Context: an optimization exercise on an open-source flow, tuned for small area, a short achievable clock period and few clock cycles. The choices shown serve that exercise and are no tape-out recipe.
Where RTL was checked, it was by simulation tests only, not by an equivalence proof against the original.
The clock port is modelled as an ideal driver; clocking choices that lean on that would not hold on a real chip.

== v6 ==
// Processor
module Processor (
    clk, rst, start,
    imem_addr, imem_data,
    dmem_we, dmem_addr, dmem_wdata
  );
Size in the first run: roughly 840 cells after synthesis, ~220 flip-flops, about 68 I/O pins, roughly 10000 um2 of cells after synthesis.
==> module Processor, before the edit <==
module Processor (
    clk, rst, start,
    imem_addr, imem_data,
    dmem_we, dmem_addr, dmem_wdata
  );
  input clk, rst, start;
  output [19:0] imem_addr;
  input  [15:0] imem_data;
  output        dmem_we;
  output [11:0] dmem_addr;
  output [15:0] dmem_wdata;
  reg        run;               
  reg [19:0] pcx;               
  wire [19:0] pc = pcx ^ 20'h20;
  reg        d_ldm, d_std, d_add, d_not;
  reg [2:0]  rt;                
  reg [7:0]  sel_s, sel_t;      
  reg        fa_add, fa_nadd;   
  reg        fb_add, fb_nadd;   
  reg [15:0] A, B;              
  reg        e_add, e_pass, e_not, e_std;
  reg        e_we;              
  reg        e_clr;             
  reg [2:0]  e_rt;
  reg [15:0] R [0:7];
  wire go = run | start;
  wire [19:0] pc_next;
  Inc20 pc_inc (.a(pc), .ci(go), .y(pc_next));
  wire d_wr = d_ldm | d_add | d_not;
  wire       n_val = go & ~d_ldm;
  wire [4:0] n_op  = imem_data[15:11];
  wire [2:0] n_rs  = imem_data[10:8];
  wire [2:0] n_rt  = imem_data[7:5];
  wire       n_ldm = n_op == 5'd1;
  wire       hit_s = rt == n_rs;    
  wire       hit_t = rt == n_rt;
  wire [15:0] sum;
  Adder16 add (.a(A), .b(B), .s(sum));
  wire [15:0] bn     = B ^ {16{e_not}};
  wire [15:0] bx     = bn & {16{e_pass}};
  wire [15:0] result;    
  LateOr16 res_or (.s(sum), .en(e_add), .e(bx), .y(result));
  reg  [15:0] rf_s, rf_t;
  integer k;
  always @(*)
  begin
    rf_s = 16'b0;
    rf_t = 16'b0;
    for (k = 0; k < 8; k = k + 1)
    begin
      rf_s = rf_s | (R[k] & {16{sel_s[k]}});
      rf_t = rf_t | (R[k] & {16{sel_t[k]}});
    end
  end
  wire [15:0] early_s = rf_s | (bn & {16{fa_nadd}});
  wire [15:0] early_t = rf_t | (bn & {16{fb_nadd}}) | (imem_data & {16{d_ldm}});
  wire [15:0] rd_s, rd_t;
  LateOr16 fwd_s (.s(sum), .en(fa_add), .e(early_s), .y(rd_s));
  LateOr16 fwd_t (.s(sum), .en(fb_add), .e(early_t), .y(rd_t));
  always @(posedge clk, posedge rst)
  begin
    if (rst)
    begin
      run    <= 1'b0;
      pcx    <= 20'h0;
      d_ldm  <= 1'b0;
      d_std  <= 1'b0;
      d_add  <= 1'b0;
      d_not  <= 1'b0;
      e_add  <= 1'b0;
      e_pass <= 1'b0;
      e_std  <= 1'b0;
      e_we   <= 1'b0;
      e_clr  <= 1'b1;
    end
    else
    begin
      run    <= go;
      pcx    <= pc_next ^ 20'h20;
      d_ldm  <= n_val & (n_op == 5'd1);
      d_std  <= n_val & (n_op == 5'd2);
      d_add  <= n_val & (n_op == 5'd3);
      d_not  <= n_val & (n_op == 5'd4);
      e_add  <= d_add;
      e_pass <= d_ldm | d_not;
      e_std  <= d_std;
      e_we   <= d_wr;
      e_clr  <= ~go;
    end
  end
  always @(posedge clk)
  begin
    rt      <= n_rt;
    e_rt    <= rt;
    sel_s   <= (8'b1 << n_rs) & {8{~(d_wr & hit_s)}};
    sel_t   <= (8'b1 << n_rt) & {8{~((d_wr & hit_t) | n_ldm)}};
    fa_add  <= d_add & hit_s;
    fa_nadd <= (d_ldm | d_not) & hit_s;
    fb_add  <= d_add & hit_t & ~n_ldm;
    fb_nadd <= (d_ldm | d_not) & hit_t & ~n_ldm;
    A       <= rd_s;
    B       <= rd_t;
    e_not   <= d_not;
  end
  genvar g;
  generate
    for (g = 0; g < 8; g = g + 1)
    begin : regs
      always @(posedge clk)
      begin
        if ((e_we && e_rt == g) || e_clr)
          R[g] <= result;
      end
    end
  endgenerate
  assign imem_addr  = pc;
  assign dmem_we    = e_std;
  assign dmem_addr  = B[11:0];
  assign dmem_wdata = A;
endmodule
==> flow/config.mk <==
export PLATFORM = sky130hd
export DESIGN_NAME = Processor
export DESIGN_NICKNAME = Processor
export VERILOG_FILES = /design/flow/design.v
export SDC_FILE = /design/flow/constraint.sdc
export NUM_CORES = 4
export LEC_CHECK = 0
export CAP_MARGIN = 20
export CORE_MARGIN = 2
export CORE_UTILIZATION = 50
export CTS_CLUSTER_DIAMETER = 100
export CTS_CLUSTER_SIZE = 30
export PLACE_DENSITY = 0.65
export SETUP_SLACK_MARGIN = 2.1
export SLEW_MARGIN = 20
export SYNTH_HIERARCHICAL = 1
export SYNTH_MINIMUM_KEEP_SIZE = 0
==> flow/constraint.sdc <==
create_clock -name core_clock -period 4.0 [get_ports {clk}]
set_input_delay 0.8000 -clock core_clock [delete_from_list [all_inputs] [get_ports {clk}]]
set_output_delay 0.8000 -clock core_clock [all_outputs]
set_load 0.01 [all_outputs]
standard.sh (not shown) runs the stock make flow with config.mk's settings and CLKGATE_MAP_FILE= SYNTH_SCRIPT=/design/flow/synth_recipe.tcl, a recipe that flattens the netlist after the stock synthesis.
==> flow/flow/run.sh <==
#!/bin/bash
# The standard layout (standard.sh) with two changes:
#  - the input and output ports are buffered by a plain buffer
#    (sky130_fd_sc_hd__buf_2) instead of the cell the resizer picks by
#    itself (a delay cell);
#  - after CTS, the level of clock buffers between the root buffer and the
#    leaf buffers is removed (flatten_tree.tcl), so that the root buffer
#    drives the leaf buffers directly: a shorter clock tree, the same for
#    every register.
# Each tool's full output stays in orfs/logs/; make's output goes to
# flow_make_*.log and the tree edit's to flow_tree.log.
set -euo pipefail
export BUFFER_PORTS_ARGS="-buffer_cell sky130_fd_sc_hd__buf_2"
bash standard.sh cts > flow_make_1.log 2>&1
export CTS_ODB=orfs/results/${FLOW_PLATFORM}/Processor/base/4_cts.odb
openroad -no_init -exit flow/flatten_tree.tcl > flow_tree.log 2>&1
bash standard.sh finish > flow_make_2.log 2>&1
==> flow/flow/flatten_tree.tcl <==
# Drive the leaf clock buffers straight from the root clock buffer: each
# buffer between them is removed and its loads are moved to the root's net.
read_db $::env(CTS_ODB)
set block [ord::get_db_block]
set root [$block findInst clkbuf_0_clk]
if {$root eq "NULL"} {
  puts "no root clock buffer clkbuf_0_clk; tree left as it is"
} else {
  set rootnet [[$root findITerm X] getNet]
  set mids {}
  foreach it [$rootnet getITerms] {
    set inst [$it getInst]
    if {$inst eq $root} { continue }
    set master [[$inst getMaster] getName]
    if {[string match sky130_fd_sc_hd__clkbuf_* $master] && [string match clkbuf_* [$inst getName]]} {
      lappend mids $inst
    }
  }
  foreach mid $mids {
    set midnet [[$mid findITerm X] getNet]
    set loads {}
    foreach it [$midnet getITerms] {
      if {[$it getInst] ne $mid} { lappend loads $it }
    }
    foreach it $loads {
      $it disconnect
      $it connect $rootnet
    }
    [$mid findITerm A] disconnect
    [$mid findITerm X] disconnect
    puts "removed [$mid getName]: [llength $loads] loads moved to [$rootnet getName]"
    odb::dbInst_destroy $mid
    odb::dbNet_destroy $midnet
  }
  write_db $::env(CTS_ODB)
}
Testbench counts of v6, summed over its fixed seeds: cycles 9,893.
Setup changes, v6 to v7
-- flow/design.v --
<<< v6, line 250
  reg        e_add, e_pass, e_not, e_std;
  reg        e_we;              
  reg        e_clr;             
  reg [2:0]  e_rt;
  reg [15:0] R [0:7];
>>> v7, line 250
  reg        e_add, e_pass, e_not, e_std;
  reg        e_we;              
  reg        e_run;             
  reg [2:0]  e_rt;
  reg [15:0] R [0:7];
<<< v6, line 301
      e_std  <= 1'b0;
      e_we   <= 1'b0;
      e_clr  <= 1'b1;
    end
    else
>>> v7, line 301
      e_std  <= 1'b0;
      e_we   <= 1'b0;
      e_run  <= 1'b0;
    end
    else
<<< v6, line 315
      e_std  <= d_std;
      e_we   <= d_wr;
      e_clr  <= ~go;
    end
  end
>>> v7, line 315
      e_std  <= d_std;
      e_we   <= d_wr;
      e_run  <= go;
    end
  end
<<< v6, line 338
      always @(posedge clk)
      begin
        if ((e_we && e_rt == g) || e_clr)
          R[g] <= result;
      end
>>> v7, line 338
      always @(posedge clk)
      begin
        if ((e_we && e_rt == g) || !e_run)
          R[g] <= result;
      end
==> results.txt <==
v7 completed; timing, DRC and antenna clean. From v6 to v7, number of buffers added for setup after CTS did not move at all. Comparing v6 and v7, the lower starting density of the core was measured on v7. Relative to v6, layout overhead on the synthesized area increased by 1.6 points in v7. Wire length of the first global-routing pass deteriorates in v7 relative to v6. Compared with v6, v7 shows a lower relative contribution of the clock network to total power. v7: time the worst path needs with I/O delays and setup lower than v6.
The RTL of v7 was laid out without a check of its function.

-- what the ideal ports hide --
How much do the figures lean on ideal ports? The routed layouts below were timed once more, with nothing changed but the port constraints.
Step 1, drivers: a clkbuf_16 drives clk and a buf_2 each remaining input, both assumed.
Step 2, shift: input delay + t, output delay - t, t = (earliest + latest rising clock arrival at the registers) / 2. This alone moves slack from input paths to output paths.
Three values: ideal ports, drivers, drivers and shift; two values: the first two.
run | t, ns | setup slack, ns | slew at the worst register clock pin (ns) | cell pins on the clock port's net
v6 | 0.427 | 2.121 / 2.112 / 1.845 | 0.12 / 0.12 | 1
v7 | 0.431 | 2.130 / 2.128 / 1.965 | 0.12 / 0.12 | 1
After both steps setup and hold are still met in every run listed. For v6, which loses most, drivers alone change the setup slack by -0.009 ns; drivers and shift together by -0.276 ns.
